What follows belongs to an exercise in optimizing a design on an open flow for small area, a short achievable clock period and few clock cycles per item; a production flow would make more cautious choices.

==> inputs of juniper <==
==> flow/design.v (excerpt) <==
module collision(clk, rst, data_in_x, data_in_y, data_in_z, collision_detect, done_valid);
Settings: LEC_CHECK=0, CAP_MARGIN=20, CORE_MARGIN=2, CORE_UTILIZATION=40, SETUP_SLACK_MARGIN=5, SLEW_MARGIN=20; clock period 10.0 ns.
run.sh (not shown) runs the stock make flow with config.mk's settings and CLKGATE_MAP_FILE= SYNTH_SCRIPT=/design/flow/synth_recipe.tcl, a recipe that flattens the netlist after the stock synthesis.
==> yarrow: changes against juniper <==
--- a/flow/design.v
+++ b/flow/design.v
@@ -148,25 +148,31 @@
     wire [11:0] t2c = {((t0s[10:0] & t0c[10:0]) | (t0s[10:0] & t1s[10:0]) | (t0c[10:0] & t1s[10:0])), 1'b1};
     wire [11:0] t3s = t2s ^ t2c ^ t1c;
     wire [11:0] t3c = {((t2s[10:0] & t2c[10:0]) | (t2s[10:0] & t1c[10:0]) | (t2c[10:0] & t1c[10:0])), 1'b0};
     wire [11:0] dsum = add12(t3s, t3c);
     assign sep_comb[g] = dsum[11];
   end endgenerate
   reg [29:0] ev [0:2], fv [0:2];
+  reg [1:0] ph;
   wire [1:0] dk = idx[1:0];
   wire [29:0] rk = (dk == 2'd1) ? r[1] : (dk == 2'd2) ? r[2] : r[3];
   wire [29:0] dd;
   assign dd[9:0]   = sub10(r0[9:0],   rk[9:0]);
   assign dd[19:10] = sub10(r0[19:10], rk[19:10]);
   assign dd[29:20] = sub10(r0[29:20], rk[29:20]);
   wire ld_ef = stat_on && (idx[2] == 1'b0) && (dk != 2'd0);
   always @(posedge clk) begin
-    if (ld_ef) begin
-      if (!idx[3]) ev[dk-2'd1] <= dd; else fv[dk-2'd1] <= dd;
-    end
+    ev[0] <= (ld_ef && !idx[3]) ? dd : ev[2];
+    ev[1] <= ev[0];
+    ev[2] <= ev[1];
+    fv[0] <= (ld_ef && idx[3]) ? dd : fv[2];
+    fv[1] <= fv[0];
+    fv[2] <= fv[1];
+    if (rst) ph <= 2'd1;
+    else ph <= (ph == 2'd2) ? 2'd0 : ph + 2'd1;
   end
   reg [3:0] xcnt;             
   reg [8:0] need_y, need_z;   
   reg [2:0] fast_use;         
   reg [8:0] big;              
   reg [3:0] st_s;             
   reg [3:0] sn;               
@@ -198,25 +204,38 @@
       end
     end
   end
   reg [2:0] sa, sb_, scm;     
   reg v0;
   reg [3:0] n0;
   reg [1:0] c0;
-  always @(posedge clk) begin
+  reg [1:0] am3, bm3;         
+  always @(*) begin
     case (in_n)
-      4'd0, 4'd3, 4'd6: sa <= 3'b001;
-      4'd1, 4'd4, 4'd7: sa <= 3'b010;
-      default:          sa <= 3'b100;
+      4'd0, 4'd3, 4'd6: am3 = 2'd1;
+      4'd1, 4'd4, 4'd7: am3 = 2'd2;
+      default:          am3 = 2'd0;
     endcase
     case (in_n)
-      4'd0, 4'd1, 4'd2: sb_ <= 3'b001;
-      4'd3, 4'd4, 4'd5: sb_ <= 3'b010;
-      default:          sb_ <= 3'b100;
+      4'd0, 4'd1, 4'd2: bm3 = 2'd1;
+      4'd3, 4'd4, 4'd5: bm3 = 2'd2;
+      default:          bm3 = 2'd0;
     endcase
+  end
+  function [2:0] pos3(input [1:0] p, input [1:0] off, input [1:0] m);
+    reg [3:0] t;
+    begin
+      t = {2'd0, p} + {2'd0, off} + 4'd3 - {2'd0, m};
+      t = (t >= 4'd6) ? t - 4'd6 : (t >= 4'd3) ? t - 4'd3 : t;
+      pos3 = (t == 4'd0) ? 3'b001 : (t == 4'd1) ? 3'b010 : 3'b100;
+    end
+  endfunction
+  always @(posedge clk) begin
+    sa <= pos3(ph, 2'd1, am3);
+    sb_ <= pos3(ph, 2'd2, bm3);
     scm <= (in_c == 2'd0) ? 3'b001 : (in_c == 2'd1) ? 3'b010 : 3'b100;
     n0 <= in_n; c0 <= in_c;
   end
   wire [29:0] e = ({30{sa[0]}} & ev[0]) | ({30{sa[1]}} & ev[1]) | ({30{sa[2]}} & ev[2]);
   wire [29:0] f = ({30{sb_[0]}} & fv[0]) | ({30{sb_[1]}} & fv[1]) | ({30{sb_[2]}} & fv[2]);
   wire [9:0] s1a = ({10{scm[0]}} & e[19:10]) | ({10{scm[1]}} & e[29:20]) | ({10{scm[2]}} & e[9:0]);
   wire [9:0] s1b = ({10{scm[0]}} & f[29:20]) | ({10{scm[1]}} & f[9:0])   | ({10{scm[2]}} & f[19:10]);
==> harbor: changes against juniper <==
--- a/flow/design.v
+++ b/flow/design.v
@@ -148,25 +148,31 @@
     wire [11:0] t2c = {((t0s[10:0] & t0c[10:0]) | (t0s[10:0] & t1s[10:0]) | (t0c[10:0] & t1s[10:0])), 1'b1};
     wire [11:0] t3s = t2s ^ t2c ^ t1c;
     wire [11:0] t3c = {((t2s[10:0] & t2c[10:0]) | (t2s[10:0] & t1c[10:0]) | (t2c[10:0] & t1c[10:0])), 1'b0};
     wire [11:0] dsum = add12(t3s, t3c);
     assign sep_comb[g] = dsum[11];
   end endgenerate
   reg [29:0] ev [0:2], fv [0:2];
+  reg [1:0] ph;
   wire [1:0] dk = idx[1:0];
   wire [29:0] rk = (dk == 2'd1) ? r[1] : (dk == 2'd2) ? r[2] : r[3];
   wire [29:0] dd;
   assign dd[9:0]   = sub10(r0[9:0],   rk[9:0]);
   assign dd[19:10] = sub10(r0[19:10], rk[19:10]);
   assign dd[29:20] = sub10(r0[29:20], rk[29:20]);
   wire ld_ef = stat_on && (idx[2] == 1'b0) && (dk != 2'd0);
   always @(posedge clk) begin
-    if (ld_ef) begin
-      if (!idx[3]) ev[dk-2'd1] <= dd; else fv[dk-2'd1] <= dd;
-    end
+    ev[0] <= (ld_ef && !idx[3]) ? dd : ev[2];
+    ev[1] <= ev[0];
+    ev[2] <= ev[1];
+    fv[0] <= (ld_ef && idx[3]) ? dd : fv[2];
+    fv[1] <= fv[0];
+    fv[2] <= fv[1];
+    if (rst) ph <= 2'd1;
+    else ph <= (ph == 2'd2) ? 2'd0 : ph + 2'd1;
   end
   reg [3:0] xcnt;             
   reg [8:0] need_y, need_z;   
   reg [2:0] fast_use;         
   reg [8:0] big;              
   reg [3:0] st_s;             
   reg [3:0] sn;               
@@ -198,25 +204,38 @@
       end
     end
   end
   reg [2:0] sa, sb_, scm;     
   reg v0;
   reg [3:0] n0;
   reg [1:0] c0;
-  always @(posedge clk) begin
+  reg [1:0] am3, bm3;         
+  always @(*) begin
     case (in_n)
-      4'd0, 4'd3, 4'd6: sa <= 3'b001;
-      4'd1, 4'd4, 4'd7: sa <= 3'b010;
-      default:          sa <= 3'b100;
+      4'd0, 4'd3, 4'd6: am3 = 2'd1;
+      4'd1, 4'd4, 4'd7: am3 = 2'd2;
+      default:          am3 = 2'd0;
     endcase
     case (in_n)
-      4'd0, 4'd1, 4'd2: sb_ <= 3'b001;
-      4'd3, 4'd4, 4'd5: sb_ <= 3'b010;
-      default:          sb_ <= 3'b100;
+      4'd0, 4'd1, 4'd2: bm3 = 2'd1;
+      4'd3, 4'd4, 4'd5: bm3 = 2'd2;
+      default:          bm3 = 2'd0;
     endcase
+  end
+  function [2:0] pos3(input [1:0] p, input [1:0] off, input [1:0] m);
+    reg [3:0] t;
+    begin
+      t = {2'd0, p} + {2'd0, off} + 4'd3 - {2'd0, m};
+      t = (t >= 4'd6) ? t - 4'd6 : (t >= 4'd3) ? t - 4'd3 : t;
+      pos3 = (t == 4'd0) ? 3'b001 : (t == 4'd1) ? 3'b010 : 3'b100;
+    end
+  endfunction
+  always @(posedge clk) begin
+    sa <= pos3(ph, 2'd1, am3);
+    sb_ <= pos3(ph, 2'd2, bm3);
     scm <= (in_c == 2'd0) ? 3'b001 : (in_c == 2'd1) ? 3'b010 : 3'b100;
     n0 <= in_n; c0 <= in_c;
   end
   wire [29:0] e = ({30{sa[0]}} & ev[0]) | ({30{sa[1]}} & ev[1]) | ({30{sa[2]}} & ev[2]);
   wire [29:0] f = ({30{sb_[0]}} & fv[0]) | ({30{sb_[1]}} & fv[1]) | ({30{sb_[2]}} & fv[2]);
   wire [9:0] s1a = ({10{scm[0]}} & e[19:10]) | ({10{scm[1]}} & e[29:20]) | ({10{scm[2]}} & e[9:0]);
   wire [9:0] s1b = ({10{scm[0]}} & f[29:20]) | ({10{scm[1]}} & f[9:0])   | ({10{scm[2]}} & f[19:10]);
CORE_UTILIZATION = 60   (was 40)
==> xenon: changes against juniper <==
--- a/flow/design.v
+++ b/flow/design.v
@@ -85,14 +85,15 @@
       stat_on <= loading;
     end
   end
   wire [29:0] r0 = r[0];
   wire [29:0] r8 = r[8];
   reg [9:0] amx [0:2], am2 [0:2], bmx [0:2], bm2 [0:2], smx [0:2], sm2 [0:2];
   reg [2:0] ahs, bhs, shs;
+  reg [10:0] ra [0:2];        
   wire [2:0] sep_comb;
   genvar g;
   generate for (g = 0; g < 3; g = g + 1) begin : st
     wire [9:0] v = r0[10*g +: 10];
     wire [9:0] u = r8[10*g +: 10];
     wire vn = (v == NEG);
     wire un = (u == NEG);
@@ -130,43 +131,45 @@
     end
     wire [11:0] amn = ahs[g] ? 12'hE00 : {{2{am2[g][9]}}, am2[g]};
     wire [11:0] bmn = bhs[g] ? 12'hE00 : {{2{bm2[g][9]}}, bm2[g]};
     wire [11:0] smn = shs[g] ? 12'hE00 : {{2{sm2[g][9]}}, sm2[g]};
     wire [11:0] amx12 = {{2{amx[g][9]}}, amx[g]};
     wire [11:0] bmx12 = {{2{bmx[g][9]}}, bmx[g]};
     wire [11:0] smx12 = {{2{smx[g][9]}}, smx[g]};
-    wire [11:0] q0 = amx12;
-    wire [11:0] q1 = bmx12;
-    wire [11:0] q2 = smn;
-    wire [11:0] q3 = ~amn;
-    wire [11:0] q4 = ~bmn;
-    wire [11:0] q5 = ~smx12;
-    wire [11:0] t0s = q0 ^ q1 ^ q2;
-    wire [11:0] t0c = {((q0[10:0] & q1[10:0]) | (q0[10:0] & q2[10:0]) | (q1[10:0] & q2[10:0])), 1'b1};
-    wire [11:0] t1s = q3 ^ q4 ^ q5;
-    wire [11:0] t1c = {((q3[10:0] & q4[10:0]) | (q3[10:0] & q5[10:0]) | (q4[10:0] & q5[10:0])), 1'b1};
-    wire [11:0] t2s = t0s ^ t0c ^ t1s;
-    wire [11:0] t2c = {((t0s[10:0] & t0c[10:0]) | (t0s[10:0] & t1s[10:0]) | (t0c[10:0] & t1s[10:0])), 1'b1};
-    wire [11:0] t3s = t2s ^ t2c ^ t1c;
-    wire [11:0] t3c = {((t2s[10:0] & t2c[10:0]) | (t2s[10:0] & t1c[10:0]) | (t2c[10:0] & t1c[10:0])), 1'b0};
-    wire [11:0] dsum = add12(t3s, t3c);
+    wire [11:0] ra_n = amx12 - amn;
+    always @(posedge clk)
+      if (stat_on && idx == 4'd8) ra[g] <= ra_n[10:0];
+    wire [11:0] rb1 = add12(bmx12, ~bmn);
+    wire [11:0] rm1 = add12(smx12, ~smn);
+    wire [11:0] q0 = {1'b0, ra[g]};
+    wire [11:0] q1 = rb1;
+    wire [11:0] q2 = ~rm1;
+    wire [11:0] ts = q0 ^ q1 ^ q2;
+    wire [11:0] tc = {((q0[10:0] & q1[10:0]) | (q0[10:0] & q2[10:0]) | (q1[10:0] & q2[10:0])), 1'b1};
+    wire [11:0] dsum = add12(ts, tc);
     assign sep_comb[g] = dsum[11];
   end endgenerate
   reg [29:0] ev [0:2], fv [0:2];
+  reg [1:0] ph;
   wire [1:0] dk = idx[1:0];
   wire [29:0] rk = (dk == 2'd1) ? r[1] : (dk == 2'd2) ? r[2] : r[3];
   wire [29:0] dd;
   assign dd[9:0]   = sub10(r0[9:0],   rk[9:0]);
   assign dd[19:10] = sub10(r0[19:10], rk[19:10]);
   assign dd[29:20] = sub10(r0[29:20], rk[29:20]);
   wire ld_ef = stat_on && (idx[2] == 1'b0) && (dk != 2'd0);
   always @(posedge clk) begin
-    if (ld_ef) begin
-      if (!idx[3]) ev[dk-2'd1] <= dd; else fv[dk-2'd1] <= dd;
-    end
+    ev[0] <= (ld_ef && !idx[3]) ? dd : ev[2];
+    ev[1] <= ev[0];
+    ev[2] <= ev[1];
+    fv[0] <= (ld_ef && idx[3]) ? dd : fv[2];
+    fv[1] <= fv[0];
+    fv[2] <= fv[1];
+    if (rst) ph <= 2'd1;
+    else ph <= (ph == 2'd2) ? 2'd0 : ph + 2'd1;
   end
   reg [3:0] xcnt;             
   reg [8:0] need_y, need_z;   
   reg [2:0] fast_use;         
   reg [8:0] big;              
   reg [3:0] st_s;             
   reg [3:0] sn;               
@@ -198,25 +201,38 @@
       end
     end
   end
   reg [2:0] sa, sb_, scm;     
   reg v0;
   reg [3:0] n0;
   reg [1:0] c0;
-  always @(posedge clk) begin
+  reg [1:0] am3, bm3;         
+  always @(*) begin
     case (in_n)
-      4'd0, 4'd3, 4'd6: sa <= 3'b001;
-      4'd1, 4'd4, 4'd7: sa <= 3'b010;
-      default:          sa <= 3'b100;
+      4'd0, 4'd3, 4'd6: am3 = 2'd1;
+      4'd1, 4'd4, 4'd7: am3 = 2'd2;
+      default:          am3 = 2'd0;
     endcase
     case (in_n)
-      4'd0, 4'd1, 4'd2: sb_ <= 3'b001;
-      4'd3, 4'd4, 4'd5: sb_ <= 3'b010;
-      default:          sb_ <= 3'b100;
+      4'd0, 4'd1, 4'd2: bm3 = 2'd1;
+      4'd3, 4'd4, 4'd5: bm3 = 2'd2;
+      default:          bm3 = 2'd0;
     endcase
+  end
+  function [2:0] pos3(input [1:0] p, input [1:0] off, input [1:0] m);
+    reg [3:0] t;
+    begin
+      t = {2'd0, p} + {2'd0, off} + 4'd3 - {2'd0, m};
+      t = (t >= 4'd6) ? t - 4'd6 : (t >= 4'd3) ? t - 4'd3 : t;
+      pos3 = (t == 4'd0) ? 3'b001 : (t == 4'd1) ? 3'b010 : 3'b100;
+    end
+  endfunction
+  always @(posedge clk) begin
+    sa <= pos3(ph, 2'd1, am3);
+    sb_ <= pos3(ph, 2'd2, bm3);
     scm <= (in_c == 2'd0) ? 3'b001 : (in_c == 2'd1) ? 3'b010 : 3'b100;
     n0 <= in_n; c0 <= in_c;
   end
   wire [29:0] e = ({30{sa[0]}} & ev[0]) | ({30{sa[1]}} & ev[1]) | ({30{sa[2]}} & ev[2]);
   wire [29:0] f = ({30{sb_[0]}} & fv[0]) | ({30{sb_[1]}} & fv[1]) | ({30{sb_[2]}} & fv[2]);
   wire [9:0] s1a = ({10{scm[0]}} & e[19:10]) | ({10{scm[1]}} & e[29:20]) | ({10{scm[2]}} & e[9:0]);
   wire [9:0] s1b = ({10{scm[0]}} & f[29:20]) | ({10{scm[1]}} & f[9:0])   | ({10{scm[2]}} & f[19:10]);
@@ -327,27 +343,31 @@
   end
   wire [18:0] k = add19(ks, kc);
   wire kz = (k == 19'd0);
   wire kfast = (k[18:16] == 3'b000) || (k[18:16] == 3'b111);
   reg statfin, finished, sepany_r, cdone_r;
   wire sepany = statfin && ((sep_comb & fast_use) != 3'd0);
   wire cross_done = (xcnt == 4'd9) && need_y == 9'd0 && need_z == 9'd0 && !v0 && !v1 && !v2;
-  wire kneg = (sh == 19'h40000);
+  reg kneg;                   
   function [9:0] sel3(input [1:0] c, input [29:0] a);
     sel3 = (c == 2'd0) ? a[9:0] : (c == 2'd1) ? a[19:10] : a[29:20];
   endfunction
   wire [2:0] hsel = {shs[sc], bhs[sc], ahs[sc]};
   wire [9:0] xa = (kneg & hsel[0]) ? NEG : sel3(sc, {amx[2], amx[1], amx[0]});
   wire [9:0] xb = (kneg & hsel[1]) ? NEG : sel3(sc, {bmx[2], bmx[1], bmx[0]});
   wire [9:0] xc = (kneg & hsel[2]) ? NEG : sel3(sc, {smx[2], smx[1], smx[0]});
   wire [9:0] na_ = (~kneg & hsel[0]) ? NEG : sel3(sc, {am2[2], am2[1], am2[0]});
   wire [9:0] nb_ = (~kneg & hsel[1]) ? NEG : sel3(sc, {bm2[2], bm2[1], bm2[0]});
   wire [9:0] nc_ = (~kneg & hsel[2]) ? NEG : sel3(sc, {sm2[2], sm2[1], sm2[0]});
-  wire [11:0] xsel = {{2{xa[9]}}, xa} - {{2{na_[9]}}, na_} + {{2{xb[9]}}, xb} - {{2{nb_[9]}}, nb_};
-  wire [11:0] ysel = {{2{xc[9]}}, xc} - {{2{nc_[9]}}, nc_};
+  wire [11:0] xa12 = {{2{xa[9]}}, xa};
+  wire [11:0] xb12 = {{2{xb[9]}}, xb};
+  wire [11:0] xc12 = {{2{xc[9]}}, xc};
+  wire [11:0] na12 = {{2{na_[9]}}, na_};
+  wire [11:0] nb12 = {{2{nb_[9]}}, nb_};
+  wire [11:0] nc12 = {{2{nc_[9]}}, nc_};
   reg [18:0] sh;
   reg neg, seen, lt;
   reg [4:0] bc;
   reg [11:0] xr, yr;
   reg [12:0] acca, accb;
   wire sb = (bc < 5'd19) && (neg ? (sh[0] ^ seen) : sh[0]);
   wire [12:0] na = acca + (sb ? {1'b0, xr} : 13'd0);
@@ -392,20 +412,28 @@
         4'd1: st_s <= 4'd2;                      
         4'd2: st_s <= 4'd3;                      
         4'd3: st_s <= 4'd4;                      
         4'd4: begin                              
           if (kz) begin
             sc <= sc + 2'd1; st_s <= 4'd1;
           end else begin
-            sh <= k; neg <= k[18]; st_s <= 4'd5;
+            sh <= k; neg <= k[18]; kneg <= (k == 19'h40000); st_s <= 4'd5;
           end
         end
         4'd5: begin                              
-          xr <= xsel;
-          yr <= ysel;
+          xr <= xa12 - na12;
+          yr <= xc12 - nc12;
+          st_s <= 4'd6;
+        end
+        4'd6: begin
+          xr <= xr + xb12;
+          st_s <= 4'd11;
+        end
+        4'd11: begin
+          xr <= xr - nb12;
           acca <= 13'd0; accb <= 13'd0; bc <= 5'd0; seen <= 1'b0; lt <= 1'b0;
           st_s <= 4'd7;
         end
         4'd7: begin                              
           acca <= na >> 1;
           accb <= nb >> 1;
           sh <= sh >> 1;
==> qor summary <==
item	yarrow	xenon	juniper	harbor
Result of the run	complete, no violations	complete, no violations	complete, no violations	complete, no violations
Number of cells on the worst reg-to-reg path	20	22	17	21
Number of detailed-route iterations in the first pass	10	10	12	8
Data arrival time of the worst path	5.30 ns	5.63 ns	5.40 ns	5.28 ns
Commonest non-fill, non-tap cell in the layout	sky130_fd_sc_hd__dfxtp_1	sky130_fd_sc_hd__dfxtp_1	sky130_fd_sc_hd__nand2_1	sky130_fd_sc_hd__dfxtp_1
Max Clock Freq	0.204 GHz	0.200 GHz	0.208 GHz	0.206 GHz
Worst-case setup slack after placement	4.21 ns	4.26 ns	4.21 ns	4.21 ns
Routed metal-1 wirelength	64,300 um	70,800 um	63,800 um	61,300 um
Critical Path Max Stage Delay	0.55 ns	0.51 ns	0.53 ns	0.51 ns
Post-Synth Adder-Cell Area	16.9%	15.1%	17.3%	16.9%
Hold_ws	0.319 ns	0.307 ns	0.315 ns	0.305 ns
Final Wtd Congestion	0.938	0.970	0.972	0.998
Horizontal die dimension	354 um	363 um	356 um	290 um
Net count after synthesis	5,639	5,984	5,401	5,639
Data buffer area share	1.86%	2.19%	2.10%	1.92%
Reg2Reg Setup Slack	5.11 ns	4.99 ns	5.19 ns	5.14 ns
Sequential-to-total area share from yosys stat	41.2%	41.3%	44.2%	41.2%
Global Route met2 Usage	34.4%	35.0%	34.8%	48.7%
No functional check of the RTL was part of any run of this note.

## re-timing with driven ports
The results above use ideal ports. As a check the final layouts listed here were re-extracted and re-timed, cells and wires unchanged. Step 1: set_driving_cell puts a clkbuf_16 on clk and a buf_2 on each other input, an assumption about the parent block. Step 2 times the ports against the registers' clock, not the clock port: input delays grow and output delays shrink by t, the midpoint of the rising clock arrivals with the driver on. Three values: ideal, step 1, step 2; two values: the first two.
run	shift t [ns]	slack for setup (ns)	hold slack, ns
juniper	0.780	5.195 / 5.195 / 5.195	0.315 / 0.315 / 0.315
yarrow	0.751	5.108 / 5.108 / 5.108	0.319 / 0.319 / 0.319
harbor	0.737	5.140 / 5.140 / 5.140	0.305 / 0.305 / 0.305
xenon	0.770	4.992 / 4.992 / 4.992	0.307 / 0.307 / 0.307
After both steps setup and hold are still met in every run listed.
